This design comes from an exercise in tuning for small area on the open sky130 flow, not from production work. RTL that was checked went through simulation tests only; none was proved equivalent to the original. Only the layout flow was run in run 2; the RTL was not checked for function there.

==> flow/design.v (outline; a module is shown in full before it is edited, if it fits) <==
// module c_aoi222: 3 lines
// module c_a21o: 3 lines
// module c_a221o: 3 lines
// module c_nand2: 3 lines
// module c_mux2i: 3 lines
// module c_nand4: 3 lines
// module c_nand3: 3 lines
// module c_or3: 3 lines
// module c_lut2: 3 lines
// module c_sel9: 8 lines
// module c_sel32: 13 lines
// module c_sel8: 8 lines
// module c_sel10: 5 lines
// module c_sel11: 5 lines
// module sel32x32: 10 lines
// module add_bk: 38 lines
// module add_br: 22 lines
// module mips_core: 472 lines
module mips_core(
    input  wire        clk,
    input  wire        rst_n,       
    input  wire        int_req,     
    output wire [31:0] mem_addr,    
    output wire        mem_rd,      
    output wire        mem_wr,      
    output wire [3:0]  mem_be,      
    output wire [31:0] mem_wdata,   
    input  wire [31:0] mem_rdata    
);
  // ...
==> flow/run.sh <==
#!/bin/bash
# synth_recipe.tcl (not shown) runs the flow's synth.tcl, then flattens the netlist and writes it again
# the make line also repeats each setting of config.mk as NAME=value (left out here)
make -C /OpenROAD-flow-scripts/flow DESIGN_CONFIG=/design/flow/config.mk WORK_HOME=/design/flow/orfs CLKGATE_MAP_FILE= SYNTH_SCRIPT=/design/flow/synth_recipe.tcl finish
==> flow/config.mk <==
export PLATFORM = sky130hd
export DESIGN_NAME = mips_core
export DESIGN_NICKNAME = mips_core
export VERILOG_FILES = /design/flow/design.v
export SDC_FILE = /design/flow/constraint.sdc
export NUM_CORES = 4
export LEC_CHECK = 0
export CAP_MARGIN = 20
export CORE_MARGIN = 2
export CORE_UTILIZATION = 40
export CTS_CLUSTER_DIAMETER = 100
export CTS_CLUSTER_SIZE = 24
export PLACE_DENSITY = 0.6
export SLEW_MARGIN = 20
export SYNTH_HIERARCHICAL = 1
==> flow/constraint.sdc <==
create_clock -name core_clock -period 12.0 [get_ports {clk}]
set_input_delay 2.4000 -clock core_clock [delete_from_list [all_inputs] [get_ports {clk}]]
set_output_delay 2.4000 -clock core_clock [all_outputs]
set_load 0.01 [all_outputs]
==> flow_summary_export.csv, run 1 <==
group,metric,value,unit
synthesis,synth_top_family_by_area,"compound AO/OA/AOI/OAI gates",
synthesis,synth_compound_area_frac,0.152,
global_route,grt_pass1_wl,558000,µm
global_route,overflow,0,
cts,clock-sinks,2349,
global_route,grt_usage,0.311,
sta,fin_setup_tns,0,ns
final_layout,max_flop_register,"cp0_regs.r",
worst_setup_path,crit_path_max_fanout,26,
final_layout,final_cell_count_no_fill,10000,
final_layout,multi_input_comb_cells,3600,
placed_design,place_inst,9833,
worst_hold_path,min_to,"npc[30]$_DFFE_PN_",
synthesis,synth.area.top_cells,"edfxtp_1 68%, a222oi_1 11%, mux2i_1 2.4%, nand2_1 1.5%, ha_1 1.5%",
final_layout,nets,6807,
cts,cts-root-buf,"clkbuf_16",
worst_hold_path,min_path_type,"register to register",
synthesis,ys_ff_latch,2349,
final_layout,buffer_area_frac,0.0333,
route,first_iter_violations,18500,
sta,final_hold_viol_count,0,
synthesis,netlist.area_leader.share,0.679,
route,wl_met3,54100,µm
global_route,grt_use_met2,0.479,
final_layout,drive_gt1_frac,0.130,
final_layout,multi_input_area,0.0301,mm²
final_layout,syn_to_final_growth,11.8,%
worst_setup_path,worstSetupStartpoint,"op[1]$_DFFE_PN0N_",
global_route,grt_max_degree,134,
worst_setup_path,critPathKind,"register to register",
sta,max_freq,91.6,MHz
final_layout,n_sequential_cell,2349,
synthesis,synthXorXnorAreaFrac,0.00710,
final_layout,dominant-cell-class,"sequential cells",
synthesis,synth_cell_types,97,
run_status,status,"timing/DRC/antenna clean",
==> run 2, diff against run 1 <==
==> flow/design.v (replaced) <==
module IF(
    input wire clk,
    input wire rst,
    input wire[31:0] jpc,
    input wire if_pc_jump,
    input wire if_bubble,
    input wire[31:0] im_data,
    output reg[31:0] im_addr,
    output reg[31:0] npc,  
    output reg[31:0] ins
    );
reg[31:0] data_hold;
reg if_data_hold;
parameter IM_ADDR_INIT = 32'h80000000;
always @(*) begin
    ins <= if_data_hold ? data_hold : im_data;
end
always @(posedge clk or negedge rst) begin
    if (!rst) begin
        npc <= IM_ADDR_INIT;
        im_addr <= IM_ADDR_INIT - 32'd4;
        if_data_hold <= 1'b0;
    end
    else if (!if_bubble) begin
        if (if_pc_jump) begin
            im_addr <= jpc;
            npc <= jpc + 32'd4;
            if_data_hold <= 1'b0;
        end
        else begin
            im_addr <= npc;
            npc <= npc + 32'd4;
            if_data_hold <= 1'b0;
        end
    end
    else begin
        if_data_hold <= 1'b1;
    end
end
always @(posedge clk) begin
    data_hold <= ins;
end
endmodule
module ID(
    input wire clk,
    input wire rst,
    input wire[31:0] ins,
    input wire reg_write,
    input wire[4:0] write_reg,
    input wire[31:0] write_data,
    output reg if_reg_write,
    output reg if_mem_read,
    output reg if_mem_write,
    output reg[5:0] op,
    output reg[5:0] func,
    output reg[31:0] data_a,
    output reg[31:0] data_b,
    output reg[4:0] data_write_reg,
    output reg[31:0] simm,
    output reg[31:0] zimm,
    output reg[25:0] jpc,
    input wire[31:0] npc_i,
    output reg[31:0] npc_o
    );
reg[31:0] registers[0:31];
always@(*) begin
    npc_o <= npc_i;
    op <= ins[31:26];
    func <= ins[5:0];
    jpc <= ins[25:0];
    data_a <= (reg_write && (write_reg == ins[25:21])) ? write_data : registers[ins[25:21]];
    data_b <= (reg_write && (write_reg == ins[20:16])) ? write_data : registers[ins[20:16]];
    simm <= ins[15] ? {16'hffff, ins[15:0]} : {16'h0000, ins[15:0]};
    zimm <= {16'h0000, ins[15:0]};
    data_write_reg <= 5'b00000;
    case (ins[31:26])
        6'b000000, 6'b011100: begin
            if_reg_write <= 1'b0;  
            if_mem_read <= 1'b0;
            if_mem_write <= 1'b0;
            data_write_reg <= ins[15:11];
        end
        6'b010000: begin
            if_reg_write <= 1'b0;  
            if_mem_read <= 1'b0;
            if_mem_write <= 1'b0;
            data_write_reg <= ins[20:16];
        end
        6'b001000, 6'b001001, 6'b001100, 6'b001101, 6'b001110, 6'b001111, 6'b001010, 6'b001011: begin
            if_reg_write <= 1'b0;  
            if_mem_read <= 1'b0;
            if_mem_write <= 1'b0;
            data_write_reg <= ins[20:16];
        end
        6'b100011, 6'b100001, 6'b100101, 6'b100000, 6'b100100: begin
            if_reg_write <= 1'b1;
            if_mem_read <= 1'b1;
            if_mem_write <= 1'b0;
            data_write_reg <= ins[20:16];
        end
        6'b101011, 6'b101001, 6'b101000: begin
            if_reg_write <= 1'b0;
            if_mem_read <= 1'b0;
            if_mem_write <= 1'b1;
        end
        6'b000011, 6'b000001: begin
            if_reg_write <= 1'b0;  
            if_mem_read <= 1'b0;
            if_mem_write <= 1'b0;
            data_write_reg <= 5'b11111;
        end
        default: begin
            if_reg_write <= 1'b0;
            if_mem_read <= 1'b0;
            if_mem_write <= 1'b0;
        end
    endcase
end
always@(posedge clk or negedge rst) begin
    if (!rst) begin
        registers[0] <= 32'b0;
        registers[1] <= 32'b0;
        registers[2] <= 32'b0;
        registers[3] <= 32'b0;
        registers[4] <= 32'b0;
        registers[5] <= 32'b0;
        registers[6] <= 32'b0;
        registers[7] <= 32'b0;
        registers[8] <= 32'b0;
        registers[9] <= 32'b0;
        registers[10] <= 32'b0;
        registers[11] <= 32'b0;
        registers[12] <= 32'b0;
        registers[13] <= 32'b0;
        registers[14] <= 32'b0;
        registers[15] <= 32'b0;
        registers[16] <= 32'b0;
        registers[17] <= 32'b0;
        registers[18] <= 32'b0;
        registers[19] <= 32'b0;
        registers[20] <= 32'b0;
        registers[21] <= 32'b0;
        registers[22] <= 32'b0;
        registers[23] <= 32'b0;
        registers[24] <= 32'b0;
        registers[25] <= 32'b0;
        registers[26] <= 32'b0;
        registers[27] <= 32'b0;
        registers[28] <= 32'b0;
        registers[29] <= 32'b0;
        registers[30] <= 32'b0;
        registers[31] <= 32'b0;
    end
    else if (reg_write && (write_reg != 0)) begin
        registers[write_reg] <= write_data;
        registers[0] <= 32'b0;
    end
    else registers[0] <= 32'b0;
end
endmodule
module EX(
    input wire clk,
    input wire rst,
    input wire[5:0] op,
    input wire[5:0] func,
    input wire ex_stop,
    input wire[31:0] data_a,
    input wire[31:0] data_b,
    input wire[31:0] simm,
    input wire[31:0] zimm,
    input wire[31:0] npc,
    input wire[25:0] jpc,
    input wire if_dealing_ex,
    input wire[5:0] ip_7_2,
    output reg[31:0] result,
    output reg[31:0] mem_data,
    output reg if_pc_jump,
    output reg[31:0] pc_jumpto,
    output reg[4:0] load_byte,
    input wire[2:0] bubble_cnt_last,
    input wire[2:0] ex_stopcnt_last,
    output reg[2:0] bubble_cnt,
    output reg[2:0] ex_stopcnt,
    output wire delay_slot,
    output reg exception,
    output reg if_forward_reg_write,
    input wire if_reg_write_i,
    output reg if_reg_write_o,
    input wire if_mem_read_i,
    output reg if_mem_read_o,
    input wire if_mem_write_i,
    output reg if_mem_write_o,
    input wire[4:0] data_write_reg_i,
    output reg[4:0] data_write_reg_o
    );
wire[3:0] ffclo[0:31];
assign ffclo[0] = 0; assign ffclo[1] = 0; assign ffclo[2] = 0; assign ffclo[3] = 0;
assign ffclo[4] = 0; assign ffclo[5] = 0; assign ffclo[6] = 0; assign ffclo[7] = 0;
assign ffclo[8] = 1; assign ffclo[9] = 1; assign ffclo[10] = 1; assign ffclo[11] = 1;
assign ffclo[12] = 2; assign ffclo[13] = 2; assign ffclo[14] = 3; assign ffclo[15] = 4;
wire[3:0] ffclz[0:31];
assign ffclz[0] = 4; assign ffclz[1] = 3; assign ffclz[2] = 2; assign ffclz[3] = 2;
assign ffclz[4] = 1; assign ffclz[5] = 1; assign ffclz[6] = 1; assign ffclz[7] = 1;
assign ffclz[8] = 0; assign ffclz[9] = 0; assign ffclz[10] = 0; assign ffclz[11] = 0;
assign ffclz[12] = 0; assign ffclz[13] = 0; assign ffclz[14] = 0; assign ffclz[15] = 0;
reg[2:0] bubble_cnt_dec, ex_stopcnt_dec;
reg last_ds, if_b_njump;
assign delay_slot = if_pc_jump;
wire delay_slot_n = if_b_njump;
parameter EX_ADDR_INC = 12'h180;
parameter BVA = 8;
parameter STATUS = 12;
parameter CAUSE = 13;
parameter EPC = 14;
parameter EBASE = 15;
reg [31:0] hi, lo, cp0[0:31];
wire[31:0] sl_addr = data_a + simm;
wire[31:0] EX_ADDR_INIT = (cp0[EBASE] + EX_ADDR_INC);
reg[5:0] ex_cause;
reg [31:0] bad_addr;
wire[32:0] ext_data_a = {data_a[31], data_a};
wire[32:0] ext_data_b = {data_b[31], data_b};
wire[32:0] ext_simm = {simm[31], simm};
wire[32:0] ext_add = ext_data_a + ext_data_b;
wire[32:0] ext_sub = ext_data_a - ext_data_b;
wire[32:0] ext_addsimm = ext_data_a + ext_simm;
reg intq;
always @(*) begin
    if_reg_write_o <= ex_stop ? 1'b0 : if_reg_write_i;
    if_mem_read_o <= ex_stop ? 1'b0 : if_mem_read_i;  
    if_mem_write_o <= ex_stop ? 1'b0 : if_mem_write_i;
    data_write_reg_o <= data_write_reg_i;
    bubble_cnt_dec = bubble_cnt_last ? bubble_cnt_last - 3'b001 : 3'b000;
    ex_stopcnt_dec = ex_stopcnt_last ? ex_stopcnt_last - 3'b001 : 3'b000;
    mem_data <= data_b;
    result <= 32'h00000000;  
    pc_jumpto <= 32'h00000000;  
    load_byte <= 5'b01111;
    if_b_njump <= 1'b0;
    exception <= 1'b0;
    ex_cause <= 5'b00000;
    bad_addr <= 32'h00000000;
    if (intq) begin
        ex_cause <= 5'd0;
        bubble_cnt <= bubble_cnt_dec;
        ex_stopcnt <= ex_stop ? ex_stopcnt_dec : 3'b010;
        if_forward_reg_write <= 1'b0;
        if_pc_jump <= ~ex_stop;
        exception <= ~ex_stop;
        pc_jumpto <= EX_ADDR_INIT;
    end
    else case (op)
    6'b000000: begin
        case (func)
        6'b100000: if (jpc[10:6] != 5'b00000) begin ex_cause <= ~ex_stop ? 5'd10 : 5'd0; bubble_cnt <= bubble_cnt_dec; ex_stopcnt <= ex_stop ? ex_stopcnt_dec : 3'b010; if_forward_reg_write <= 1'b0; if_pc_jump <= ~ex_stop; exception <= ~ex_stop; pc_jumpto <= EX_ADDR_INIT; end else begin
            if (ext_add[32] == ext_add[31]) begin
                result <= data_a + data_b;
                bubble_cnt <= bubble_cnt_dec;
                ex_stopcnt <= ex_stopcnt_dec;
                if_forward_reg_write <= ~ex_stop;
                if_pc_jump <= 1'b0;
            end
            else begin
                ex_cause <= ~ex_stop ? 5'd12 : 5'd0;
                bubble_cnt <= bubble_cnt_dec;
                ex_stopcnt <= ex_stop ? ex_stopcnt_dec : 3'b010;
                if_forward_reg_write <= 1'b0;
                if_pc_jump <= ~ex_stop;
                exception <= ~ex_stop;
                pc_jumpto <= EX_ADDR_INIT;
            end
        end
        6'b100001: if (jpc[10:6] != 5'b00000) begin ex_cause <= ~ex_stop ? 5'd10 : 5'd0; bubble_cnt <= bubble_cnt_dec; ex_stopcnt <= ex_stop ? ex_stopcnt_dec : 3'b010; if_forward_reg_write <= 1'b0; if_pc_jump <= ~ex_stop; exception <= ~ex_stop; pc_jumpto <= EX_ADDR_INIT; end else begin
            result <= data_a + data_b;
            bubble_cnt <= bubble_cnt_dec;
            ex_stopcnt <= ex_stopcnt_dec;
            if_forward_reg_write <= ~ex_stop;
            if_pc_jump <= 1'b0;
        end
        6'b100010: if (jpc[10:6] != 5'b00000) begin ex_cause <= ~ex_stop ? 5'd10 : 5'd0; bubble_cnt <= bubble_cnt_dec; ex_stopcnt <= ex_stop ? ex_stopcnt_dec : 3'b010; if_forward_reg_write <= 1'b0; if_pc_jump <= ~ex_stop; exception <= ~ex_stop; pc_jumpto <= EX_ADDR_INIT; end else begin
            if (ext_sub[32] == ext_sub[31]) begin
                result <= data_a - data_b;
                bubble_cnt <= bubble_cnt_dec;
                ex_stopcnt <= ex_stopcnt_dec;
                if_forward_reg_write <= ~ex_stop;
                if_pc_jump <= 1'b0;
            end
            else begin
                ex_cause <= ~ex_stop ? 5'd12 : 5'd0;
                bubble_cnt <= bubble_cnt_dec;
                ex_stopcnt <= ex_stop ? ex_stopcnt_dec : 3'b010;
                if_forward_reg_write <= 1'b0;
                if_pc_jump <= ~ex_stop;
                exception <= ~ex_stop;
                pc_jumpto <= EX_ADDR_INIT;
            end
        end
        6'b100011: if (jpc[10:6] != 5'b00000) begin ex_cause <= ~ex_stop ? 5'd10 : 5'd0; bubble_cnt <= bubble_cnt_dec; ex_stopcnt <= ex_stop ? ex_stopcnt_dec : 3'b010; if_forward_reg_write <= 1'b0; if_pc_jump <= ~ex_stop; exception <= ~ex_stop; pc_jumpto <= EX_ADDR_INIT; end else begin
            result <= data_a - data_b;
            bubble_cnt <= bubble_cnt_dec;
            ex_stopcnt <= ex_stopcnt_dec;
            if_forward_reg_write <= ~ex_stop;
            if_pc_jump <= 1'b0;
        end
        6'b100100: if (jpc[10:6] != 5'b00000) begin ex_cause <= ~ex_stop ? 5'd10 : 5'd0; bubble_cnt <= bubble_cnt_dec; ex_stopcnt <= ex_stop ? ex_stopcnt_dec : 3'b010; if_forward_reg_write <= 1'b0; if_pc_jump <= ~ex_stop; exception <= ~ex_stop; pc_jumpto <= EX_ADDR_INIT; end else begin
            result <= data_a & data_b;
            bubble_cnt <= bubble_cnt_dec;
            ex_stopcnt <= ex_stopcnt_dec;
            if_forward_reg_write <= ~ex_stop;
            if_pc_jump <= 1'b0;
        end
        6'b100101: if (jpc[10:6] != 5'b00000) begin ex_cause <= ~ex_stop ? 5'd10 : 5'd0; bubble_cnt <= bubble_cnt_dec; ex_stopcnt <= ex_stop ? ex_stopcnt_dec : 3'b010; if_forward_reg_write <= 1'b0; if_pc_jump <= ~ex_stop; exception <= ~ex_stop; pc_jumpto <= EX_ADDR_INIT; end else begin
            result <= data_a | data_b;
            bubble_cnt <= bubble_cnt_dec;
            ex_stopcnt <= ex_stopcnt_dec;
            if_forward_reg_write <= ~ex_stop;
            if_pc_jump <= 1'b0;
        end
        6'b100110: if (jpc[10:6] != 5'b00000) begin ex_cause <= ~ex_stop ? 5'd10 : 5'd0; bubble_cnt <= bubble_cnt_dec; ex_stopcnt <= ex_stop ? ex_stopcnt_dec : 3'b010; if_forward_reg_write <= 1'b0; if_pc_jump <= ~ex_stop; exception <= ~ex_stop; pc_jumpto <= EX_ADDR_INIT; end else begin
            result <= data_a ^ data_b;
            bubble_cnt <= bubble_cnt_dec;
            ex_stopcnt <= ex_stopcnt_dec;
            if_forward_reg_write <= ~ex_stop;
            if_pc_jump <= 1'b0;
        end
        6'b100111: if (jpc[10:6] != 5'b00000) begin ex_cause <= ~ex_stop ? 5'd10 : 5'd0; bubble_cnt <= bubble_cnt_dec; ex_stopcnt <= ex_stop ? ex_stopcnt_dec : 3'b010; if_forward_reg_write <= 1'b0; if_pc_jump <= ~ex_stop; exception <= ~ex_stop; pc_jumpto <= EX_ADDR_INIT; end else begin
            result <= ~(data_a | data_b);
            bubble_cnt <= bubble_cnt_dec;
            ex_stopcnt <= ex_stopcnt_dec;
            if_forward_reg_write <= ~ex_stop;
            if_pc_jump <= 1'b0;
        end
        6'b000000: if (jpc[25:21] != 5'b00000) begin ex_cause <= ~ex_stop ? 5'd10 : 5'd0; bubble_cnt <= bubble_cnt_dec; ex_stopcnt <= ex_stop ? ex_stopcnt_dec : 3'b010; if_forward_reg_write <= 1'b0; if_pc_jump <= ~ex_stop; exception <= ~ex_stop; pc_jumpto <= EX_ADDR_INIT; end else begin
            result <= data_b << zimm[10:6];
            bubble_cnt <= bubble_cnt_dec;
            ex_stopcnt <= ex_stopcnt_dec;
            if_forward_reg_write <= ~ex_stop;
            if_pc_jump <= 1'b0;
        end
        6'b000100: if (jpc[10:6] != 5'b00000) begin ex_cause <= ~ex_stop ? 5'd10 : 5'd0; bubble_cnt <= bubble_cnt_dec; ex_stopcnt <= ex_stop ? ex_stopcnt_dec : 3'b010; if_forward_reg_write <= 1'b0; if_pc_jump <= ~ex_stop; exception <= ~ex_stop; pc_jumpto <= EX_ADDR_INIT; end else begin
            result <= data_b << data_a[4:0];
            bubble_cnt <= bubble_cnt_dec;
            ex_stopcnt <= ex_stopcnt_dec;
            if_forward_reg_write <= ~ex_stop;
            if_pc_jump <= 1'b0;
        end
        6'b000010: if (jpc[25:21] != 5'b00000) begin ex_cause <= ~ex_stop ? 5'd10 : 5'd0; bubble_cnt <= bubble_cnt_dec; ex_stopcnt <= ex_stop ? ex_stopcnt_dec : 3'b010; if_forward_reg_write <= 1'b0; if_pc_jump <= ~ex_stop; exception <= ~ex_stop; pc_jumpto <= EX_ADDR_INIT; end else begin
            result <= data_b >> zimm[10:6];
            bubble_cnt <= bubble_cnt_dec;
            ex_stopcnt <= ex_stopcnt_dec;
            if_forward_reg_write <= ~ex_stop;
            if_pc_jump <= 1'b0;
        end
        6'b000110: if (jpc[10:6] != 5'b00000) begin ex_cause <= ~ex_stop ? 5'd10 : 5'd0; bubble_cnt <= bubble_cnt_dec; ex_stopcnt <= ex_stop ? ex_stopcnt_dec : 3'b010; if_forward_reg_write <= 1'b0; if_pc_jump <= ~ex_stop; exception <= ~ex_stop; pc_jumpto <= EX_ADDR_INIT; end else begin
            result <= data_b >> data_a[4:0];
            bubble_cnt <= bubble_cnt_dec;
            ex_stopcnt <= ex_stopcnt_dec;
            if_forward_reg_write <= ~ex_stop;
            if_pc_jump <= 1'b0;
        end
        6'b000011: if (jpc[25:21] != 5'b00000) begin ex_cause <= ~ex_stop ? 5'd10 : 5'd0; bubble_cnt <= bubble_cnt_dec; ex_stopcnt <= ex_stop ? ex_stopcnt_dec : 3'b010; if_forward_reg_write <= 1'b0; if_pc_jump <= ~ex_stop; exception <= ~ex_stop; pc_jumpto <= EX_ADDR_INIT; end else begin
            result <= ($signed(data_b)) >>> zimm[10:6];
            bubble_cnt <= bubble_cnt_dec;
            ex_stopcnt <= ex_stopcnt_dec;
            if_forward_reg_write <= ~ex_stop;
            if_pc_jump <= 1'b0;
        end
        6'b000111: if (jpc[10:6] != 5'b00000) begin ex_cause <= ~ex_stop ? 5'd10 : 5'd0; bubble_cnt <= bubble_cnt_dec; ex_stopcnt <= ex_stop ? ex_stopcnt_dec : 3'b010; if_forward_reg_write <= 1'b0; if_pc_jump <= ~ex_stop; exception <= ~ex_stop; pc_jumpto <= EX_ADDR_INIT; end else begin
            result <= ($signed(data_b)) >>> data_a[4:0];
            bubble_cnt <= bubble_cnt_dec;
            ex_stopcnt <= ex_stopcnt_dec;
            if_forward_reg_write <= ~ex_stop;
            if_pc_jump <= 1'b0;
        end
        6'b101010: if (jpc[10:6] != 5'b00000) begin ex_cause <= ~ex_stop ? 5'd10 : 5'd0; bubble_cnt <= bubble_cnt_dec; ex_stopcnt <= ex_stop ? ex_stopcnt_dec : 3'b010; if_forward_reg_write <= 1'b0; if_pc_jump <= ~ex_stop; exception <= ~ex_stop; pc_jumpto <= EX_ADDR_INIT; end else begin
            result <= ($signed(data_a) < $signed(data_b));
            bubble_cnt <= bubble_cnt_dec;
            ex_stopcnt <= ex_stopcnt_dec;
            if_forward_reg_write <= ~ex_stop;
            if_pc_jump <= 1'b0;
        end
        6'b101011: if (jpc[10:6] != 5'b00000) begin ex_cause <= ~ex_stop ? 5'd10 : 5'd0; bubble_cnt <= bubble_cnt_dec; ex_stopcnt <= ex_stop ? ex_stopcnt_dec : 3'b010; if_forward_reg_write <= 1'b0; if_pc_jump <= ~ex_stop; exception <= ~ex_stop; pc_jumpto <= EX_ADDR_INIT; end else begin
            result <= data_a < data_b ? 32'h00000001 : 32'h00000000;
            bubble_cnt <= bubble_cnt_dec;
            ex_stopcnt <= ex_stopcnt_dec;
            if_forward_reg_write <= ~ex_stop;
            if_pc_jump <= 1'b0;
        end
        6'b001000: if (jpc[20:11] != 10'b0000000000) begin ex_cause <= ~ex_stop ? 5'd10 : 5'd0; bubble_cnt <= bubble_cnt_dec; ex_stopcnt <= ex_stop ? ex_stopcnt_dec : 3'b010; if_forward_reg_write <= 1'b0; if_pc_jump <= ~ex_stop; exception <= ~ex_stop; pc_jumpto <= EX_ADDR_INIT; end else begin
            bubble_cnt <= bubble_cnt_dec;
            ex_stopcnt <= ex_stop ? ex_stopcnt_dec : 3'b010;
            pc_jumpto <= data_a;
            if_forward_reg_write <= 1'b0;
            if_pc_jump <= ~ex_stop;
        end
        6'b001001: if (jpc[20:16] != 5'b00000) begin ex_cause <= ~ex_stop ? 5'd10 : 5'd0; bubble_cnt <= bubble_cnt_dec; ex_stopcnt <= ex_stop ? ex_stopcnt_dec : 3'b010; if_forward_reg_write <= 1'b0; if_pc_jump <= ~ex_stop; exception <= ~ex_stop; pc_jumpto <= EX_ADDR_INIT; end else begin
            result <= npc + 32'd4;
            bubble_cnt <= bubble_cnt_dec;
            ex_stopcnt <= ex_stop ? ex_stopcnt_dec : 3'b010;
            pc_jumpto <= data_a;
            if_forward_reg_write <= ~ex_stop;
            if_pc_jump <= ~ex_stop;
        end
        6'b010000: if (jpc[10:6] != 5'b00000 || jpc[25:16] != 10'b0000000000) begin ex_cause <= ~ex_stop ? 5'd10 : 5'd0; bubble_cnt <= bubble_cnt_dec; ex_stopcnt <= ex_stop ? ex_stopcnt_dec : 3'b010; if_forward_reg_write <= 1'b0; if_pc_jump <= ~ex_stop; exception <= ~ex_stop; pc_jumpto <= EX_ADDR_INIT; end else begin
            result <= hi;
            bubble_cnt <= bubble_cnt_dec;
            ex_stopcnt <= ex_stopcnt_dec;
            if_forward_reg_write <= ~ex_stop;
            if_pc_jump <= 1'b0;
        end
        6'b010010: if (jpc[10:6] != 5'b00000 || jpc[25:16] != 10'b0000000000) begin ex_cause <= ~ex_stop ? 5'd10 : 5'd0; bubble_cnt <= bubble_cnt_dec; ex_stopcnt <= ex_stop ? ex_stopcnt_dec : 3'b010; if_forward_reg_write <= 1'b0; if_pc_jump <= ~ex_stop; exception <= ~ex_stop; pc_jumpto <= EX_ADDR_INIT; end else begin
            result <= lo;
            bubble_cnt <= bubble_cnt_dec;
            ex_stopcnt <= ex_stopcnt_dec;
            if_forward_reg_write <= ~ex_stop;
            if_pc_jump <= 1'b0;
        end
        6'b010011, 6'b010001: if (jpc[20:6] != 15'b00000000000000) begin ex_cause <= ~ex_stop ? 5'd10 : 5'd0; bubble_cnt <= bubble_cnt_dec; ex_stopcnt <= ex_stop ? ex_stopcnt_dec : 3'b010; if_forward_reg_write <= 1'b0; if_pc_jump <= ~ex_stop; exception <= ~ex_stop; pc_jumpto <= EX_ADDR_INIT; end else begin
            bubble_cnt <= bubble_cnt_dec;
            ex_stopcnt <= ex_stopcnt_dec;
            if_forward_reg_write <= 1'b0;
            if_pc_jump <= 1'b0;
        end
        6'b001100: begin
            ex_cause <= ~ex_stop ? 5'd8 : 5'd0;
            bubble_cnt <= bubble_cnt_dec;
            ex_stopcnt <= ex_stop ? ex_stopcnt_dec : 3'b010;
            if_forward_reg_write <= 1'b0;
            if_pc_jump <= ~ex_stop;
            exception <= ~ex_stop;
            pc_jumpto <= EX_ADDR_INIT;
        end
        6'b001101: begin
            ex_cause <= ~ex_stop ? 5'd9 : 5'd0;
            bubble_cnt <= bubble_cnt_dec;
            ex_stopcnt <= ex_stop ? ex_stopcnt_dec : 3'b010;
            if_forward_reg_write <= 1'b0;
            if_pc_jump <= ~ex_stop;
            exception <= ~ex_stop;
            pc_jumpto <= EX_ADDR_INIT;
        end
        6'b001010: if (jpc[10:6] != 5'b00000) begin ex_cause <= ~ex_stop ? 5'd10 : 5'd0; bubble_cnt <= bubble_cnt_dec; ex_stopcnt <= ex_stop ? ex_stopcnt_dec : 3'b010; if_forward_reg_write <= 1'b0; if_pc_jump <= ~ex_stop; exception <= ~ex_stop; pc_jumpto <= EX_ADDR_INIT; end else begin
            result <= data_a;
            bubble_cnt <= bubble_cnt_dec;
            ex_stopcnt <= ex_stopcnt_dec;
            if_forward_reg_write <= ~ex_stop & (data_b == 32'h00000000);
            if_pc_jump <= 1'b0;
        end
        default: begin ex_cause <= ~ex_stop ? 5'd10 : 5'd0; bubble_cnt <= bubble_cnt_dec; ex_stopcnt <= ex_stop ? ex_stopcnt_dec : 3'b010; if_forward_reg_write <= 1'b0; if_pc_jump <= ~ex_stop; exception <= ~ex_stop; pc_jumpto <= EX_ADDR_INIT; end
        endcase
    end
    6'b011100: begin
        case (func)
        6'b100000: if (jpc[10:6] != 5'b00000) begin ex_cause <= ~ex_stop ? 5'd10 : 5'd0; bubble_cnt <= bubble_cnt_dec; ex_stopcnt <= ex_stop ? ex_stopcnt_dec : 3'b010; if_forward_reg_write <= 1'b0; if_pc_jump <= ~ex_stop; exception <= ~ex_stop; pc_jumpto <= EX_ADDR_INIT; end else begin
            result <= ((data_a[31:16] == 16'h0000)
                ? (5'd16 + ((data_a[15:8] == 8'h00)
                    ? (4'd8 + (data_a[7:4] == 4'h0)
                        ? 3'd4 + ffclz[data_a[3:0]]
                        : ffclz[data_a[7:4]])
                    : ((data_a[15:12] == 4'h0)
                        ? 3'd4 + ffclz[data_a[11:8]]
                        : ffclz[data_a[15:12]])))
                : ((data_a[31:24] == 8'h00)
                    ? (4'd8 + ((data_a[23:20] == 4'h0)
                        ? 3'd4 + ffclz[data_a[19:16]]
                        : ffclz[data_a[23:20]]))
                    : ((data_a[31:28] == 4'h0)
                        ? 3'd4 + ffclz[data_a[27:24]]
                        : ffclz[data_a[31:28]])));
            bubble_cnt <= bubble_cnt_dec;
            ex_stopcnt <= ex_stopcnt_dec;
            if_forward_reg_write <= ~ex_stop;
            if_pc_jump <= 1'b0;
        end
        6'b100001: if (jpc[10:6] != 5'b00000) begin ex_cause <= ~ex_stop ? 5'd10 : 5'd0; bubble_cnt <= bubble_cnt_dec; ex_stopcnt <= ex_stop ? ex_stopcnt_dec : 3'b010; if_forward_reg_write <= 1'b0; if_pc_jump <= ~ex_stop; exception <= ~ex_stop; pc_jumpto <= EX_ADDR_INIT; end else begin
            result <= ((data_a[31:16] == 16'hFFFF)
                ? (5'd16 + ((data_a[15:8] == 8'hFF)
                    ? (4'd8 + (data_a[7:4] == 4'hF)
                        ? 3'd4 + ffclo[data_a[3:0]]
                        : ffclo[data_a[7:4]])
                    : ((data_a[15:12] == 4'hF)
                        ? 3'd4 + ffclo[data_a[11:8]]
                        : ffclo[data_a[15:12]])))
                : ((data_a[31:24] == 8'hFF)
                    ? (4'd8 + ((data_a[23:20] == 4'hF)
                        ? 3'd4 + ffclo[data_a[19:16]]
                        : ffclo[data_a[23:20]]))
                    : ((data_a[31:28] == 4'hF)
                        ? 3'd4 + ffclo[data_a[27:24]]
                        : ffclo[data_a[31:28]])));
            bubble_cnt <= bubble_cnt_dec;
            ex_stopcnt <= ex_stopcnt_dec;
            if_forward_reg_write <= ~ex_stop;
            if_pc_jump <= 1'b0;
        end
        default: begin ex_cause <= ~ex_stop ? 5'd10 : 5'd0; bubble_cnt <= bubble_cnt_dec; ex_stopcnt <= ex_stop ? ex_stopcnt_dec : 3'b010; if_forward_reg_write <= 1'b0; if_pc_jump <= ~ex_stop; exception <= ~ex_stop; pc_jumpto <= EX_ADDR_INIT; end
        endcase
    end
    6'b010000: begin
        case (jpc[25:21])
        5'b00100: if (jpc[10:3] != 8'b00000000) begin ex_cause <= ~ex_stop ? 5'd10 : 5'd0; bubble_cnt <= bubble_cnt_dec; ex_stopcnt <= ex_stop ? ex_stopcnt_dec : 3'b010; if_forward_reg_write <= 1'b0; if_pc_jump <= ~ex_stop; exception <= ~ex_stop; pc_jumpto <= EX_ADDR_INIT; end else begin
            bubble_cnt <= bubble_cnt_dec;
            ex_stopcnt <= ex_stopcnt_dec;
            if_pc_jump <= 1'b0;
            if_forward_reg_write <= 1'b0;
        end
        5'b00000: if (jpc[10:3] != 8'b00000000) begin ex_cause <= ~ex_stop ? 5'd10 : 5'd0; bubble_cnt <= bubble_cnt_dec; ex_stopcnt <= ex_stop ? ex_stopcnt_dec : 3'b010; if_forward_reg_write <= 1'b0; if_pc_jump <= ~ex_stop; exception <= ~ex_stop; pc_jumpto <= EX_ADDR_INIT; end else begin
            result <= cp0[jpc[15:11]];
            bubble_cnt <= bubble_cnt_dec;
            ex_stopcnt <= ex_stopcnt_dec;
            if_pc_jump <= 1'b0;
            if_forward_reg_write <= ~ex_stop;
        end
        5'b10000: begin
            if (jpc == 26'b10000000000000000000011000) begin
                bubble_cnt <= bubble_cnt_dec;
                ex_stopcnt <= ex_stop ? ex_stopcnt_dec : 3'b010;
                if_forward_reg_write <= 1'b0;
                if_pc_jump <= ~ex_stop;
                pc_jumpto <= {cp0[EPC][31:2], 2'b00};  
            end
            else begin ex_cause <= ~ex_stop ? 5'd10 : 5'd0; bubble_cnt <= bubble_cnt_dec; ex_stopcnt <= ex_stop ? ex_stopcnt_dec : 3'b010; if_forward_reg_write <= 1'b0; if_pc_jump <= ~ex_stop; exception <= ~ex_stop; pc_jumpto <= EX_ADDR_INIT; end
        end
        default: begin ex_cause <= ~ex_stop ? 5'd10 : 5'd0; bubble_cnt <= bubble_cnt_dec; ex_stopcnt <= ex_stop ? ex_stopcnt_dec : 3'b010; if_forward_reg_write <= 1'b0; if_pc_jump <= ~ex_stop; exception <= ~ex_stop; pc_jumpto <= EX_ADDR_INIT; end
        endcase
    end
    6'b001000: begin
        if (ext_addsimm[32] == ext_addsimm[31]) begin
            bubble_cnt <= bubble_cnt_dec;
            ex_stopcnt <= ex_stopcnt_dec;
            if_pc_jump <= 1'b0;
            result <= data_a + simm;
            if_forward_reg_write <= ~ex_stop;
        end
        else begin
            ex_cause <= ~ex_stop ? 5'd12 : 5'd0;
            bubble_cnt <= bubble_cnt_dec;
            ex_stopcnt <= ex_stop ? ex_stopcnt_dec : 3'b010;
            if_forward_reg_write <= 1'b0;
            if_pc_jump <= ~ex_stop;
            exception <= ~ex_stop;
            pc_jumpto <= EX_ADDR_INIT;
        end
    end
    6'b001001: begin
        bubble_cnt <= bubble_cnt_dec;
        ex_stopcnt <= ex_stopcnt_dec;
        if_pc_jump <= 1'b0;
        result <= data_a + simm;
        if_forward_reg_write <= ~ex_stop;
    end
    6'b001100: begin
        bubble_cnt <= bubble_cnt_dec;
        ex_stopcnt <= ex_stopcnt_dec;
        if_pc_jump <= 1'b0;
        result <= data_a & zimm;
        if_forward_reg_write <= ~ex_stop;
    end
    6'b001101: begin
        bubble_cnt <= bubble_cnt_dec;
        ex_stopcnt <= ex_stopcnt_dec;
        if_pc_jump <= 1'b0;
        result <= data_a | zimm;
        if_forward_reg_write <= ~ex_stop;
    end
    6'b001110: begin
        bubble_cnt <= bubble_cnt_dec;
        ex_stopcnt <= ex_stopcnt_dec;
        if_pc_jump <= 1'b0;
        result <= data_a ^ zimm;
        if_forward_reg_write <= ~ex_stop;
    end
    6'b001010: begin
        bubble_cnt <= bubble_cnt_dec;
        ex_stopcnt <= ex_stopcnt_dec;
        if_pc_jump <= 1'b0;
        result <= ($signed(data_a) < $signed(simm));
        if_forward_reg_write <= ~ex_stop;
    end
    6'b001011: begin
        bubble_cnt <= bubble_cnt_dec;
        ex_stopcnt <= ex_stopcnt_dec;
        if_pc_jump <= 1'b0;
        result <= data_a < simm ? 32'h00000001 : 32'h00000000;
        if_forward_reg_write <= ~ex_stop;
    end
    6'b001111: if (jpc[25:21] != 5'b00000) begin ex_cause <= ~ex_stop ? 5'd10 : 5'd0; bubble_cnt <= bubble_cnt_dec; ex_stopcnt <= ex_stop ? ex_stopcnt_dec : 3'b010; if_forward_reg_write <= 1'b0; if_pc_jump <= ~ex_stop; exception <= ~ex_stop; pc_jumpto <= EX_ADDR_INIT; end else begin
        bubble_cnt <= bubble_cnt_dec;
        ex_stopcnt <= ex_stopcnt_dec;
        if_pc_jump <= 1'b0;
        result <= (zimm << 16);
        if_forward_reg_write <= ~ex_stop;
    end
    6'b000010: begin
        bubble_cnt <= bubble_cnt_dec;
        ex_stopcnt <= ex_stop ? ex_stopcnt_dec : 3'b010;
        if_pc_jump <= ~ex_stop;
        pc_jumpto <= {npc[31:28], jpc, 2'b00};  
        if_forward_reg_write <= 1'b0;
    end
    6'b000011: begin
        result <= npc + 32'd4;
        bubble_cnt <= bubble_cnt_dec;
        ex_stopcnt <= ex_stop ? ex_stopcnt_dec : 3'b010;
        if_pc_jump <= ~ex_stop;
        pc_jumpto <= {npc[31:28], jpc, 2'b00};  
        if_forward_reg_write <= ~ex_stop;
    end
    6'b000100: begin
        bubble_cnt <= bubble_cnt_dec;
        pc_jumpto <= npc + {simm[29:0], 2'b00};
        if_forward_reg_write <= 1'b0;
        if (data_a == data_b) begin
            ex_stopcnt <= ex_stop ? ex_stopcnt_dec : 3'b010;  
            if_pc_jump <= ~ex_stop;
            if_b_njump <= 1'b0;
        end
        else begin
            ex_stopcnt <= ex_stopcnt_dec;  
            if_pc_jump <= 1'b0;
            if_b_njump <= ~ex_stop;
        end
    end
    6'b000101: begin
        bubble_cnt <= bubble_cnt_dec;
        pc_jumpto <= npc + {simm[29:0], 2'b00};
        if_forward_reg_write <= 1'b0;
        if (data_a != data_b) begin
            ex_stopcnt <= ex_stop ? ex_stopcnt_dec : 3'b010;  
            if_pc_jump <= ~ex_stop;
            if_b_njump <= 1'b0;
        end
        else begin
            ex_stopcnt <= ex_stopcnt_dec;  
            if_pc_jump <= 1'b0;
            if_b_njump <= ~ex_stop;
        end
    end
    6'b000111: if (jpc[20:16] != 5'b00000) begin ex_cause <= ~ex_stop ? 5'd10 : 5'd0; bubble_cnt <= bubble_cnt_dec; ex_stopcnt <= ex_stop ? ex_stopcnt_dec : 3'b010; if_forward_reg_write <= 1'b0; if_pc_jump <= ~ex_stop; exception <= ~ex_stop; pc_jumpto <= EX_ADDR_INIT; end else begin
        bubble_cnt <= bubble_cnt_dec;
        pc_jumpto <= npc + {simm[29:0], 2'b00};
        if_forward_reg_write <= 1'b0;
        if ($signed(data_a) > $signed(data_b)) begin  
            ex_stopcnt <= ex_stop ? ex_stopcnt_dec : 3'b010;  
            if_pc_jump <= ~ex_stop;
            if_b_njump <= 1'b0;
        end
        else begin
            ex_stopcnt <= ex_stopcnt_dec;  
            if_pc_jump <= 1'b0;
            if_b_njump <= ~ex_stop;
        end
    end
    6'b000110: if (jpc[20:16] != 5'b00000) begin ex_cause <= ~ex_stop ? 5'd10 : 5'd0; bubble_cnt <= bubble_cnt_dec; ex_stopcnt <= ex_stop ? ex_stopcnt_dec : 3'b010; if_forward_reg_write <= 1'b0; if_pc_jump <= ~ex_stop; exception <= ~ex_stop; pc_jumpto <= EX_ADDR_INIT; end else begin
        bubble_cnt <= bubble_cnt_dec;
        pc_jumpto <= npc + {simm[29:0], 2'b00};
        if_forward_reg_write <= 1'b0;
        if ($signed(data_a) <= $signed(data_b)) begin  
            ex_stopcnt <= ex_stop ? ex_stopcnt_dec : 3'b010;  
            if_pc_jump <= ~ex_stop;
            if_b_njump <= 1'b0;
        end
        else begin
            ex_stopcnt <= ex_stopcnt_dec;  
            if_pc_jump <= 1'b0;
            if_b_njump <= ~ex_stop;
        end
    end
    6'b000001: begin
        bubble_cnt <= bubble_cnt_dec;
        pc_jumpto <= npc + {simm[29:0], 2'b00};
        result <= npc + 32'd4;
        case (jpc[20:16])  
        5'b00000, 5'b10000: begin
            if_forward_reg_write <= (~ex_stop) & jpc[20];
            if (data_a[31]) begin  
                ex_stopcnt <= ex_stop ? ex_stopcnt_dec : 3'b010;  
                if_pc_jump <= ~ex_stop;
                if_b_njump <= 1'b0;
            end
            else begin
                ex_stopcnt <= ex_stopcnt_dec;  
                if_pc_jump <= 1'b0;
                if_b_njump <= ~ex_stop;
            end
        end
        5'b00001, 5'b10001: begin
            if_forward_reg_write <= (~ex_stop) & jpc[20];
            if (~data_a[31]) begin  
                ex_stopcnt <= ex_stop ? ex_stopcnt_dec : 3'b010;  
                if_pc_jump <= ~ex_stop;
                if_b_njump <= 1'b0;
            end
            else begin
                ex_stopcnt <= ex_stopcnt_dec;  
                if_pc_jump <= 1'b0;
                if_b_njump <= ~ex_stop;
            end
        end
        default: begin ex_cause <= ~ex_stop ? 5'd10 : 5'd0; bubble_cnt <= bubble_cnt_dec; ex_stopcnt <= ex_stop ? ex_stopcnt_dec : 3'b010; if_forward_reg_write <= 1'b0; if_pc_jump <= ~ex_stop; exception <= ~ex_stop; pc_jumpto <= EX_ADDR_INIT; end
        endcase
    end
    6'b100011: begin
        if (sl_addr[1:0] == 2'b00) begin
            result <= sl_addr;
            bubble_cnt <= ex_stop ? bubble_cnt_dec : 3'b001;  
            ex_stopcnt <= ex_stop ? ex_stopcnt_dec : 3'b001;  
            if_pc_jump <= 1'b0;
            if_forward_reg_write <= 1'b0;
        end
        else begin
            ex_cause <= ~ex_stop ? 5'd4 : 5'd0;
            bad_addr <= sl_addr;
            bubble_cnt <= bubble_cnt_dec;
            ex_stopcnt <= ex_stop ? ex_stopcnt_dec : 3'b010;
            if_forward_reg_write <= 1'b0;
            if_pc_jump <= ~ex_stop;
            exception <= ~ex_stop;
            pc_jumpto <= EX_ADDR_INIT;
        end
    end
    6'b100001, 6'b100101: begin
        if (sl_addr[0] == 1'b0) begin
            load_byte <= {op[2], sl_addr[1], sl_addr[1], ~sl_addr[1], ~sl_addr[1]};
            result <= sl_addr;
            bubble_cnt <= ex_stop ? bubble_cnt_dec : 3'b001;  
            ex_stopcnt <= ex_stop ? ex_stopcnt_dec : 3'b001;  
            if_pc_jump <= 1'b0;
            if_forward_reg_write <= 1'b0;
        end
        else begin
            ex_cause <= ~ex_stop ? 5'd4 : 5'd0;
            bad_addr <= sl_addr;
            bubble_cnt <= bubble_cnt_dec;
            ex_stopcnt <= ex_stop ? ex_stopcnt_dec : 3'b010;
            if_forward_reg_write <= 1'b0;
            if_pc_jump <= ~ex_stop;
            exception <= ~ex_stop;
            pc_jumpto <= EX_ADDR_INIT;
        end
    end
    6'b100000, 6'b100100: begin
        load_byte <= {op[2],
            sl_addr[1] & sl_addr[0], sl_addr[1] & ~sl_addr[0],
            ~sl_addr[1] & sl_addr[0], ~sl_addr[1] & ~sl_addr[0]};
        result <= sl_addr;
        bubble_cnt <= ex_stop ? bubble_cnt_dec : (sl_addr == 32'hBFD003F8 ? 3'b111 : 3'b001);  
        ex_stopcnt <= ex_stop ? ex_stopcnt_dec : (sl_addr == 32'hBFD003F8 ? 3'b111 : 3'b001);  
        if_pc_jump <= 1'b0;
        if_forward_reg_write <= 1'b0;
    end
    6'b101011: begin
        if (sl_addr[1:0] == 2'b00) begin
            result <= sl_addr;
            mem_data <= data_b;  
            bubble_cnt <= ex_stop ? bubble_cnt_dec : 3'b001;  
            ex_stopcnt <= ex_stop ? ex_stopcnt_dec : 3'b001;
            if_pc_jump <= 1'b0;
            if_forward_reg_write <= 1'b0;
        end
        else begin
            ex_cause <= ~ex_stop ? 5'd5 : 5'd0;
            bad_addr <= sl_addr;
            bubble_cnt <= bubble_cnt_dec;
            ex_stopcnt <= ex_stop ? ex_stopcnt_dec : 3'b010;
            if_forward_reg_write <= 1'b0;
            if_pc_jump <= ~ex_stop;
            exception <= ~ex_stop;
            pc_jumpto <= EX_ADDR_INIT;
        end
    end
    6'b101001: begin
        if (sl_addr[0] == 1'b0) begin
            load_byte <= {1'b0, sl_addr[1], sl_addr[1], ~sl_addr[1], ~sl_addr[1]};
            result <= sl_addr;
            mem_data <= data_b;  
            bubble_cnt <= ex_stop ? bubble_cnt_dec : (sl_addr == 32'hBFD003F8 ? 3'b111 : 3'b001);  
            ex_stopcnt <= ex_stop ? ex_stopcnt_dec : (sl_addr == 32'hBFD003F8 ? 3'b111 : 3'b001);  
            if_pc_jump <= 1'b0;
            if_forward_reg_write <= 1'b0;
        end
        else begin
            ex_cause <= ~ex_stop ? 5'd5 : 5'd0;
            bad_addr <= sl_addr;
            bubble_cnt <= bubble_cnt_dec;
            ex_stopcnt <= ex_stop ? ex_stopcnt_dec : 3'b010;
            if_forward_reg_write <= 1'b0;
            if_pc_jump <= ~ex_stop;
            exception <= ~ex_stop;
            pc_jumpto <= EX_ADDR_INIT;
        end
    end
    6'b101000: begin
        load_byte <= {1'b0,
            sl_addr[1] & sl_addr[0], sl_addr[1] & ~sl_addr[0],
            ~sl_addr[1] & sl_addr[0], ~sl_addr[1] & ~sl_addr[0]};
        result <= sl_addr;
        mem_data <= data_b;  
        bubble_cnt <= ex_stop ? bubble_cnt_dec : 3'b001;  
        ex_stopcnt <= ex_stop ? ex_stopcnt_dec : 3'b001;
        if_pc_jump <= 1'b0;
        if_forward_reg_write <= 1'b0;
    end
    default: begin ex_cause <= ~ex_stop ? 5'd10 : 5'd0; bubble_cnt <= bubble_cnt_dec; ex_stopcnt <= ex_stop ? ex_stopcnt_dec : 3'b010; if_forward_reg_write <= 1'b0; if_pc_jump <= ~ex_stop; exception <= ~ex_stop; pc_jumpto <= EX_ADDR_INIT; end
    endcase
end
always@(posedge clk) begin
    if (ip_7_2[2] == 1'b1) begin     
        intq <= cp0[STATUS][0] == 1  
            && cp0[STATUS][12] == 1  
            && cp0[STATUS][1] == 0;  
    end
    else begin
        intq <= 0;
    end
end
always@(posedge clk or negedge rst) begin
    if (!rst) last_ds <= 1'b0;
    else last_ds <= delay_slot | delay_slot_n;
end
always@(posedge clk or negedge rst) begin
    if (!rst) begin
        hi <= 32'b0;
        lo <= 32'b0;
        cp0[0] <= 32'b0;
        cp0[1] <= 32'b0;
        cp0[2] <= 32'b0;
        cp0[3] <= 32'b0;
        cp0[4] <= 32'b0;
        cp0[5] <= 32'b0;
        cp0[6] <= 32'b0;
        cp0[7] <= 32'b0;
        cp0[8] <= 32'b0;
        cp0[9] <= 32'b0;
        cp0[10] <= 32'b0;
        cp0[11] <= 32'b0;
        cp0[12] <= 32'b0;  
        cp0[13] <= 32'h00000001;  
        cp0[14] <= 32'b0;  
        cp0[15] <= 32'h80001000;  
        cp0[16] <= 32'b0;
        cp0[17] <= 32'b0;
        cp0[18] <= 32'b0;
        cp0[19] <= 32'b0;
        cp0[20] <= 32'b0;
        cp0[21] <= 32'b0;
        cp0[22] <= 32'b0;
        cp0[23] <= 32'b0;
        cp0[24] <= 32'b0;
        cp0[25] <= 32'b0;
        cp0[26] <= 32'b0;
        cp0[27] <= 32'b0;
        cp0[28] <= 32'b0;
        cp0[29] <= 32'b0;
        cp0[30] <= 32'b0;
        cp0[31] <= 32'b0;
    end
    else begin
        if (exception) begin
            cp0[CAUSE][15:10] <= ip_7_2;
            cp0[CAUSE][6:2] <= ex_cause;  
            if (cp0[STATUS][1] == 1'b0) begin
                cp0[CAUSE][31] <= last_ds;  
                cp0[STATUS][1] <= 1;  
                cp0[EPC] <= npc - (last_ds ?  32'd8 : 32'd4);  
            end
            if (ex_cause == 5'd4 || ex_cause == 5'd5)
                cp0[BVA] <= bad_addr;  
        end
        else case (op)
        6'b000000:
            case (func)
            6'b010001: hi <= data_a;
            6'b010011: lo <= data_a;
            endcase
        6'b010000: begin
            if (jpc[25:21] == 5'b00100) begin
                cp0[jpc[15:11]] <= data_b;
            end
            else if (func == 6'b011000) begin 
                cp0[STATUS][1] <= 0;  
            end
        end
        endcase
    end
end
endmodule
    module MEM(
    input wire mem_read,
    input wire mem_write,
    output reg mem_read_o,
    input wire if_reg_write_i,
    output reg if_reg_write_o,
    input wire[31:0] ex_res_i,
    output reg[31:0] ex_res_o,
    input wire[4:0] data_write_reg_i,
    output reg[4:0] data_write_reg_o
    );
always @(*) begin
    mem_read_o <= mem_read;
    if_reg_write_o <= if_reg_write_i;
    ex_res_o <= ex_res_i;
    data_write_reg_o <= data_write_reg_i;
end
endmodule
`default_nettype none
module mips_core(
    input  wire        clk,
    input  wire        rst_n,       
    input  wire        int_req,     
    output wire [31:0] mem_addr,    
    output wire        mem_rd,      
    output wire        mem_wr,      
    output wire [3:0]  mem_be,      
    output wire [31:0] mem_wdata,   
    input  wire [31:0] mem_rdata    
);
wire rst = rst_n;
wire mmu_read_wire, mmu_write_wire;
wire[31:0] mmu_addr_wire, mmu_out_data, mmu_in_data;
wire ex_if_bubble, ex_reg_bubble, ex_if_ifpcjump;
wire ex_ex_i_delayslot;
wire ex_ex_i_exc;
reg  ex_ex_o_exc;
wire[2:0] ex_ex_i_bubblecnt, ex_ex_i_stopcnt;
reg [2:0] ex_ex_o_bubblecnt, ex_ex_o_stopcnt;  
wire[31:0] ex_if_pcjumpto;
wire ex_id_f_ifregwrite;
wire id_ifregwrite;
wire[4:0] id_regwrite;
wire[31:0] id_regdata;
wire[31:0] if_id_i_ins, if_id_i_npc;
reg [31:0] if_id_o_ins, if_id_o_npc;
wire[31:0] if_imdata, if_imaddr;
IF if_instance(
    .clk(clk),
    .rst(rst),
    .jpc(ex_if_pcjumpto),
    .if_pc_jump(ex_if_ifpcjump),
    .if_bubble(ex_if_bubble),
    .im_data(if_imdata),
    .im_addr(if_imaddr),
    .npc(if_id_i_npc),
    .ins(if_id_i_ins)
);
always@(posedge clk) begin
    if (!ex_reg_bubble) begin
        if_id_o_npc <= if_id_i_npc;
        if_id_o_ins <= if_id_i_ins;
    end
end
wire id_ex_i_ifregwrite, id_ex_i_ifmemread, id_ex_i_ifmemwrite;
reg  id_ex_o_ifregwrite, id_ex_o_ifmemread, id_ex_o_ifmemwrite;
wire[5:0] id_ex_i_op, id_ex_i_func;
reg [5:0] id_ex_o_op, id_ex_o_func;
wire[4:0] id_ex_i_regwrite;
reg [4:0] id_ex_o_regwrite;
wire[25:0] id_ex_i_jpc;
reg [25:0] id_ex_o_jpc;
wire[31:0] id_ex_i_data1, id_ex_i_data2, id_ex_i_zeroimm, id_ex_i_signimm, id_ex_i_npc;
reg [31:0] id_ex_o_data1, id_ex_o_data2, id_ex_o_zeroimm, id_ex_o_signimm, id_ex_o_npc;
ID id_instance(
    .clk(clk),
    .rst(rst),
    .ins(if_id_o_ins),
    .reg_write(id_ifregwrite),
    .write_reg(id_regwrite),
    .write_data(id_regdata),
    .npc_i(if_id_o_npc),
    .if_reg_write(id_ex_i_ifregwrite),
    .if_mem_read(id_ex_i_ifmemread),
    .if_mem_write(id_ex_i_ifmemwrite),
    .op(id_ex_i_op),
    .func(id_ex_i_func),
    .data_a(id_ex_i_data1),
    .data_b(id_ex_i_data2),
    .data_write_reg(id_ex_i_regwrite),
    .simm(id_ex_i_signimm),
    .zimm(id_ex_i_zeroimm),
    .jpc(id_ex_i_jpc),
    .npc_o(id_ex_i_npc)
);
reg id_ex_exstop;
assign ex_if_bubble = (ex_ex_i_bubblecnt != 0);
assign ex_reg_bubble = (ex_ex_i_bubblecnt != 0);
always@(posedge clk or negedge rst) begin
    if (!rst) begin
        id_ex_exstop <= 1'b1;
        id_ex_o_ifregwrite <= 0;
        id_ex_o_ifmemread <= 0;
        id_ex_o_ifmemwrite <= 0;
        id_ex_o_op <= 6'b000000;
        id_ex_o_func <= 6'b000000;
        ex_ex_o_bubblecnt <= 3'b000;
        ex_ex_o_stopcnt <= 3'b011;
        ex_ex_o_exc <= 1'b0;
    end
    else begin
        ex_ex_o_bubblecnt <= ex_ex_i_bubblecnt;
        ex_ex_o_stopcnt <= ex_ex_i_stopcnt;
        ex_ex_o_exc <= ex_ex_i_exc;
        if (!ex_reg_bubble) begin
            id_ex_exstop <= (~ex_ex_i_delayslot | ex_ex_i_exc) & (ex_ex_i_stopcnt != 0);
            id_ex_o_ifregwrite <= id_ex_i_ifregwrite;
            id_ex_o_ifmemread <= id_ex_i_ifmemread;
            id_ex_o_ifmemwrite <= id_ex_i_ifmemwrite;
            id_ex_o_op <= id_ex_i_op;
            id_ex_o_func <= id_ex_i_func;
        end
        else begin
            id_ex_exstop <= 1'b1;
        end
    end
end
always@(posedge clk) begin
    if (rst && !ex_reg_bubble) begin
        id_ex_o_npc <= id_ex_i_npc;
        id_ex_o_regwrite <= id_ex_i_regwrite;
        id_ex_o_data1 <= id_ex_i_data1;
        id_ex_o_data2 <= id_ex_i_data2;
        id_ex_o_zeroimm <= id_ex_i_zeroimm;
        id_ex_o_signimm <= id_ex_i_signimm;
        id_ex_o_jpc <= id_ex_i_jpc;
    end
end
wire ex_mem_i_ifregwrite, ex_mem_i_ifmemread, ex_mem_i_ifmemwrite;
reg  ex_mem_o_ifregwrite, ex_mem_o_ifmemread, ex_mem_o_ifmemwrite;
wire[4:0] ex_mem_i_regwrite, ex_mem_i_loadbyte;
reg [4:0] ex_mem_o_regwrite, ex_mem_o_loadbyte;
wire[31:0] ex_mem_i_res, ex_mem_i_memwrite;
reg [31:0] ex_mem_o_res, ex_mem_o_memwrite;
wire[5:0] ex_ip = {3'b000, int_req, 2'b00};
EX ex_instance(
    .clk(clk),
    .rst(rst),
    .op(id_ex_o_op),
    .func(id_ex_o_func),
    .ex_stop(id_ex_exstop),
    .data_a(id_ex_o_data1),
    .data_b(id_ex_o_data2),
    .simm(id_ex_o_signimm),
    .zimm(id_ex_o_zeroimm),
    .npc(id_ex_o_npc),
    .jpc(id_ex_o_jpc),
    .if_reg_write_i(id_ex_o_ifregwrite),
    .if_mem_read_i(id_ex_o_ifmemread),
    .if_mem_write_i(id_ex_o_ifmemwrite),
    .data_write_reg_i(id_ex_o_regwrite),
    .if_dealing_ex(ex_ex_o_exc),
    .ip_7_2(ex_ip),
    .bubble_cnt_last(ex_ex_o_bubblecnt),
    .ex_stopcnt_last(ex_ex_o_stopcnt),
    .bubble_cnt(ex_ex_i_bubblecnt),
    .ex_stopcnt(ex_ex_i_stopcnt),
    .delay_slot(ex_ex_i_delayslot),
    .exception(ex_ex_i_exc),
    .if_forward_reg_write(ex_id_f_ifregwrite),
    .result(ex_mem_i_res),
    .mem_data(ex_mem_i_memwrite),
    .if_pc_jump(ex_if_ifpcjump),
    .pc_jumpto(ex_if_pcjumpto),
    .load_byte(ex_mem_i_loadbyte),
    .if_reg_write_o(ex_mem_i_ifregwrite),
    .if_mem_read_o(ex_mem_i_ifmemread),
    .if_mem_write_o(ex_mem_i_ifmemwrite),
    .data_write_reg_o(ex_mem_i_regwrite)
);
always@(posedge clk or negedge rst) begin
    if (!rst) begin
        ex_mem_o_ifregwrite <= 0;
        ex_mem_o_ifmemread <= 0;
        ex_mem_o_ifmemwrite <= 0;
    end
    else begin
        ex_mem_o_ifregwrite <= ex_mem_i_ifregwrite;
        ex_mem_o_ifmemread <= ex_mem_i_ifmemread;
        ex_mem_o_ifmemwrite <= ex_mem_i_ifmemwrite;
    end
end
always@(posedge clk) begin
    if (rst) begin
        ex_mem_o_regwrite <= ex_mem_i_regwrite;
        ex_mem_o_res <= ex_mem_i_res;
        ex_mem_o_loadbyte <= ex_mem_i_loadbyte;
        ex_mem_o_memwrite <= ex_mem_i_memwrite;
    end
end
wire mem_wb_i_ifregwrite, mem_wb_i_ifmemread;
wire[4:0] mem_wb_i_regwrite;
wire[31:0] mem_wb_i_res, mem_wb_i_memread;
assign id_ifregwrite = (mem_wb_i_ifregwrite & ~ex_ex_o_exc) | ex_id_f_ifregwrite;
assign id_regwrite = mem_wb_i_ifregwrite ? mem_wb_i_regwrite : ex_mem_i_regwrite;
assign id_regdata = mem_wb_i_ifregwrite ? (mem_wb_i_ifmemread ? mem_wb_i_memread : mem_wb_i_res) : ex_mem_i_res;
MEM mem_instance(
    .mem_read(ex_mem_o_ifmemread),
    .mem_write(ex_mem_o_ifmemwrite),
    .ex_res_i(ex_mem_o_res),
    .if_reg_write_i(ex_mem_o_ifregwrite),
    .data_write_reg_i(ex_mem_o_regwrite),
    .mem_read_o(mem_wb_i_ifmemread),
    .ex_res_o(mem_wb_i_res),
    .if_reg_write_o(mem_wb_i_ifregwrite),
    .data_write_reg_o(mem_wb_i_regwrite)
);
wire mmu_ifmem = (ex_mem_o_ifmemread | ex_mem_o_ifmemwrite) & ~ex_ex_o_exc;
wire[4:0] mmu_bytemode = mmu_ifmem ? ex_mem_o_loadbyte : 5'b01111;
assign mmu_read_wire = mmu_ifmem ? ex_mem_o_ifmemread : 1'b1;
assign mmu_write_wire = mmu_ifmem ? ex_mem_o_ifmemwrite : 1'b0;
assign mmu_addr_wire = mmu_ifmem ? ex_mem_o_res : if_imaddr;
assign if_imdata = mmu_out_data;
assign mem_wb_i_memread = mmu_out_data;
assign mmu_in_data = ex_mem_o_memwrite;
reg[31:0] load_data, store_data;
always @(*) begin
    case (mmu_bytemode)
        5'b01000: load_data = {{24{mem_rdata[31]}}, mem_rdata[31:24]};
        5'b11000: load_data = {24'h000000, mem_rdata[31:24]};
        5'b00100: load_data = {{24{mem_rdata[23]}}, mem_rdata[23:16]};
        5'b10100: load_data = {24'h000000, mem_rdata[23:16]};
        5'b00010: load_data = {{24{mem_rdata[15]}}, mem_rdata[15:8]};
        5'b10010: load_data = {24'h000000, mem_rdata[15:8]};
        5'b00001: load_data = {{24{mem_rdata[7]}}, mem_rdata[7:0]};
        5'b10001: load_data = {24'h000000, mem_rdata[7:0]};
        5'b01100: load_data = {{16{mem_rdata[31]}}, mem_rdata[31:16]};
        5'b11100: load_data = {16'h0000, mem_rdata[31:16]};
        5'b00011: load_data = {{16{mem_rdata[15]}}, mem_rdata[15:0]};
        5'b10011: load_data = {16'h0000, mem_rdata[15:0]};
        default: load_data = mem_rdata;
    endcase
    case (mmu_bytemode[3:0])
        4'b1000: store_data = {mmu_in_data[7:0], 24'h000000};
        4'b0100: store_data = {8'h00, mmu_in_data[7:0], 16'h0000};
        4'b0010: store_data = {16'h0000, mmu_in_data[7:0], 8'h00};
        4'b0001: store_data = {24'h000000, mmu_in_data[7:0]};
        4'b1100: store_data = {mmu_in_data[15:0], 16'h0000};
        4'b0011: store_data = {16'h0000, mmu_in_data[15:0]};
        default: store_data = mmu_in_data;
    endcase
end
assign mmu_out_data = mmu_read_wire ? load_data : 32'h00000000;
assign mem_addr  = mmu_addr_wire;
assign mem_rd    = mmu_read_wire;
assign mem_wr    = mmu_write_wire;
assign mem_be    = mmu_bytemode[3:0];
assign mem_wdata = store_data;
endmodule
==> flow/config.mk (replaced) <==
export PLATFORM = sky130hd
export DESIGN_NAME = mips_core
export DESIGN_NICKNAME = mips_core
export VERILOG_FILES = /design/flow/design.v
export SDC_FILE = /design/flow/constraint.sdc
export NUM_CORES = 4
export LEC_CHECK = 0
export CAP_MARGIN = 20
export CORE_MARGIN = 2
export CORE_UTILIZATION = 40
export PLACE_DENSITY = 0.6
export SLEW_MARGIN = 20
==> flow_summary_export.csv, run 2 <==
group,metric,value,unit
cts,clk_latency,0.96,ns
cts,cts_tree,"yes",
worst_setup_path,critPathKind,"register to register",
final_layout,drive_gt1_frac,0.217,
sta,max_freq,106,MHz
run_status,status,"timing/DRC/antenna clean",
final_layout,max_flop_register,"ex_instance.cp0",
synthesis,ys.flop_type,"dfrtp_1",
sta,final_hold_viol_count,0,
route,drc_errors,0,
worst_setup_path,reg2reg_to,"ex_instance.cp0[17][15]$_DFFE_PN0P_",
sta,maxSlewViolCount,0,
job,max_cap_viol_count,0,
sta,setup_slack,2.61,ns
cts,h-tree-depth,5,
synthesis,synth.area.top_cells,"dfrtp_1 39%, mux2_2 11%, edfxtp_1 5.8%, a22oi_1 5.0%, o21ai_0 3.7%",
final_layout,final_cell_count_no_fill,17800,
worst_setup_path,crit_path_max_fanout,51,
synthesis,synthTopCellsByCount,"2134 x dfrtp_1, 1330 x nand2_1, 1303 x mux2_2",
sta,tightestPinTransition,1.37,ns
route,vias,126000,
route,dr.pass1.iters,10,
worst_hold_path,min_path_type,"register to register",
route,first_iter_violations,20400,
global_route,antenna_found_initial,60,
sta,fin_setup_tns,0,ns
floorplanning,die_w,588,µm
worst_setup_path,r2r_setup_slack,2.61,ns
route,wl,728000,µm
final_layout,largest_reg_flops,1024,
cts,post_cts_buffers,0,
worst_setup_path,start_kind,"register",
cts,cts-root-buf,"clkbuf_16",
sta,min_period,9.39,ns
final_layout,nets,13200,
worst_hold_path,min_to,"id_ex_o_npc[21]$_DFFE_PP_",
synthesis,ys_ff_latch,2468,
global_route,grt_usage,0.408,
synthesis,synth-edff-count,265,
final_layout,syn_to_final_growth,12.4,%
floorplanning,core_area,0.340,mm²
worst_setup_path,crit_required,12.78,ns
global_route,grt_pass1_vias,118000,
synthesis,avgSynthCellArea,10.3,µm²
floorplanning,ioPinCount,105,
worst_hold_path,worst_hold_path.num_cells,0,
synthesis,synthArstFlopShare,0.879,
placed_design,portBuffers,104,
cts,clk_pin_slew,0.07,ns
final_layout,reg_top3,"ex_instance.cp0: 1024 flops, id_instance.registers: 992 flops",
global_route,grt_max_degree,180,
placed_design,place_inst,17200,
route,wl_per_cell,41.0,µm
synthesis,synth.cell_area,0.136,mm²
global_route,grt_pass1_wl,995000,µm
cts,clock-sinks,2468,
global_route,overflow,0,
synthesis,synth_area_leader_cell,"dfrtp_1",
placed_design,hpwl,476000,µm
floorplanning,rows,214,
cts,cts_hold_buf,0,
placed_design,place_ws,3.01,ns
floorplanning,die_h,588,µm
route,ant_nets,0,
route,via_per_inst,7.09,
synthesis,synth_cell_types,127,
synthesis,netlist.area_leader.share,0.392,
worst_setup_path,cp_data_arrival_time,10.17,ns
==> run 2: cell count changes after synthesis, moves of 828 or more <==
cell,previous run,this run
a222oi_1,1059,110
a22oi_1,22,911
dfrtp_1,24,2134
edfxtp_1,2260,265
mux2_2,91,1303
nand2_1,389,1330
o21ai_0,172,1000
==> run 2: per-layer routing <==
metal / vias to the layer above / share of wire / global-route usage
li1: 49300 / - / -
met1: 63000 / 0.36 / 0.504
met2: 10300 / 0.41 / 0.585
met3: 3217 / 0.12 / 0.125
met4: 24 / 0.10 / 0.336
met5: - / 0.00031 / 0.00137
==> run 2: cells by family (layout without fill, tap and decap cells) <==
group | after synthesis | after routing | share of synthesized area
buf+inv | 1415 | 1336 | 0.0438
simple gates | 3331 | 3331 | 0.115
fa+ha+maj | 227 | 227 | 0.0211
xor+xnor | 166 | 166 | 0.0107
flops | 2468 | 2468 | 0.462
other cells | 0 | 47 | 0
mux | 1630 | 1630 | 0.144
compound gates | 4012 | 4012 | 0.204
==> run 2: worst max-delay path by stage <==
stage	depth (start not counted)	start	endpoint	slack [ns]
floorplan	33	id_ex_o_data1[3]$_DFFE_PP_	if_instance.npc[24]$_DFFE_PN0N_	4.70
global placement	20	id_ex_o_data1[1]$_DFFE_PP_	id_instance.registers[15][7]$_DFFE_PN0P_	3.16
detailed placement	25	id_ex_o_data2[5]$_DFFE_PP_	ex_instance.cp0[17][16]$_DFFE_PN0P_	3.01
CTS	25	id_ex_o_data2[5]$_DFFE_PP_	ex_instance.cp0[17][15]$_DFFE_PN0P_	2.93
global route	27	id_ex_o_data2[0]$_DFFE_PP_	ex_instance.cp0[17][15]$_DFFE_PN0P_	2.51
finish	25	id_ex_o_data2[5]$_DFFE_PP_	ex_instance.cp0[17][15]$_DFFE_PN0P_	2.61
==> run 2: through the flow <==
step	utilization	instance area (µm²)	hold slack, ns
final	0.451	153000	0.396
after global routing	0.451	153000	0.410
after CTS	0.450	153000	0.394
after detailed placement	0.423	143000	0.405
after global placement	0.422	143000	0.401
after floorplan	-	136000	0.400
==> run 2: area by class of cell <==
| type | instances | area, µm² |
|---|---|---|
| inverter | 189 | 711 |
| timing repair buffer | 642 | 5340 |
| clock inverter | 105 | 1180 |
| antenna | 47 | 118 |
| fill | 32500 | 186000 |
| multi-input combinational | 9366 | 68800 |
| clock buffer | 400 | 8270 |
| tap | 4536 | 5680 |
| sequential | 2468 | 63000 |
==> run 2: worst max-delay path, stage by stage, from the launching register on <==
cell and delay, ns:
edfxtp_1 0.34, buf_4 0.59, inv_1 0.17, ha_1 0.47
or3_1 0.48, a211oi_1 0.57, o31ai_1 0.25, a31oi_1 0.65
o21ai_0 0.26, a21oi_1 0.24, a221o_1 0.19, a21oi_1 0.06
a21o_1 0.19, ha_1 0.38, mux2i_1 0.19, nor4_1 0.12
nor3_1 0.29, o211ai_1 0.42, nor2_1 0.20, o311a_1 0.22
a21o_4 0.36, inv_2 0.06, nor3_1 0.75, and2_2 0.79
buf_4 0.54, mux2_2 0.39

==> static timing again, ports no longer ideal <==
The results above use ideal ports. As a check the final layouts listed here were re-extracted and re-timed, cells and wires unchanged.
Step 1: set_driving_cell puts a clkbuf_16 on clk and a buf_2 on each other input, an assumption about the parent block.
Step 2, shift: input delay + t, output delay - t, t = (earliest + latest rising clock arrival at the registers) / 2. This alone moves slack from input paths to output paths.
Slacks: ideal / step 1 / step 2; pairs: ideal / step 1.
run	t, ns	setup slack, ns	worst setup path after step 2	latest minus earliest clock arrival (ns)	worst register clock-pin slew, ns
run 1	0.917	1.079 / 1.079 / 1.079	register to register	0.063 / 0.064	0.11 / 0.11
run 2	1.032	2.610 / 2.610 / 2.610	register to register	0.069 / 0.069	0.07 / 0.07
After both steps setup and hold are still met in every run listed.
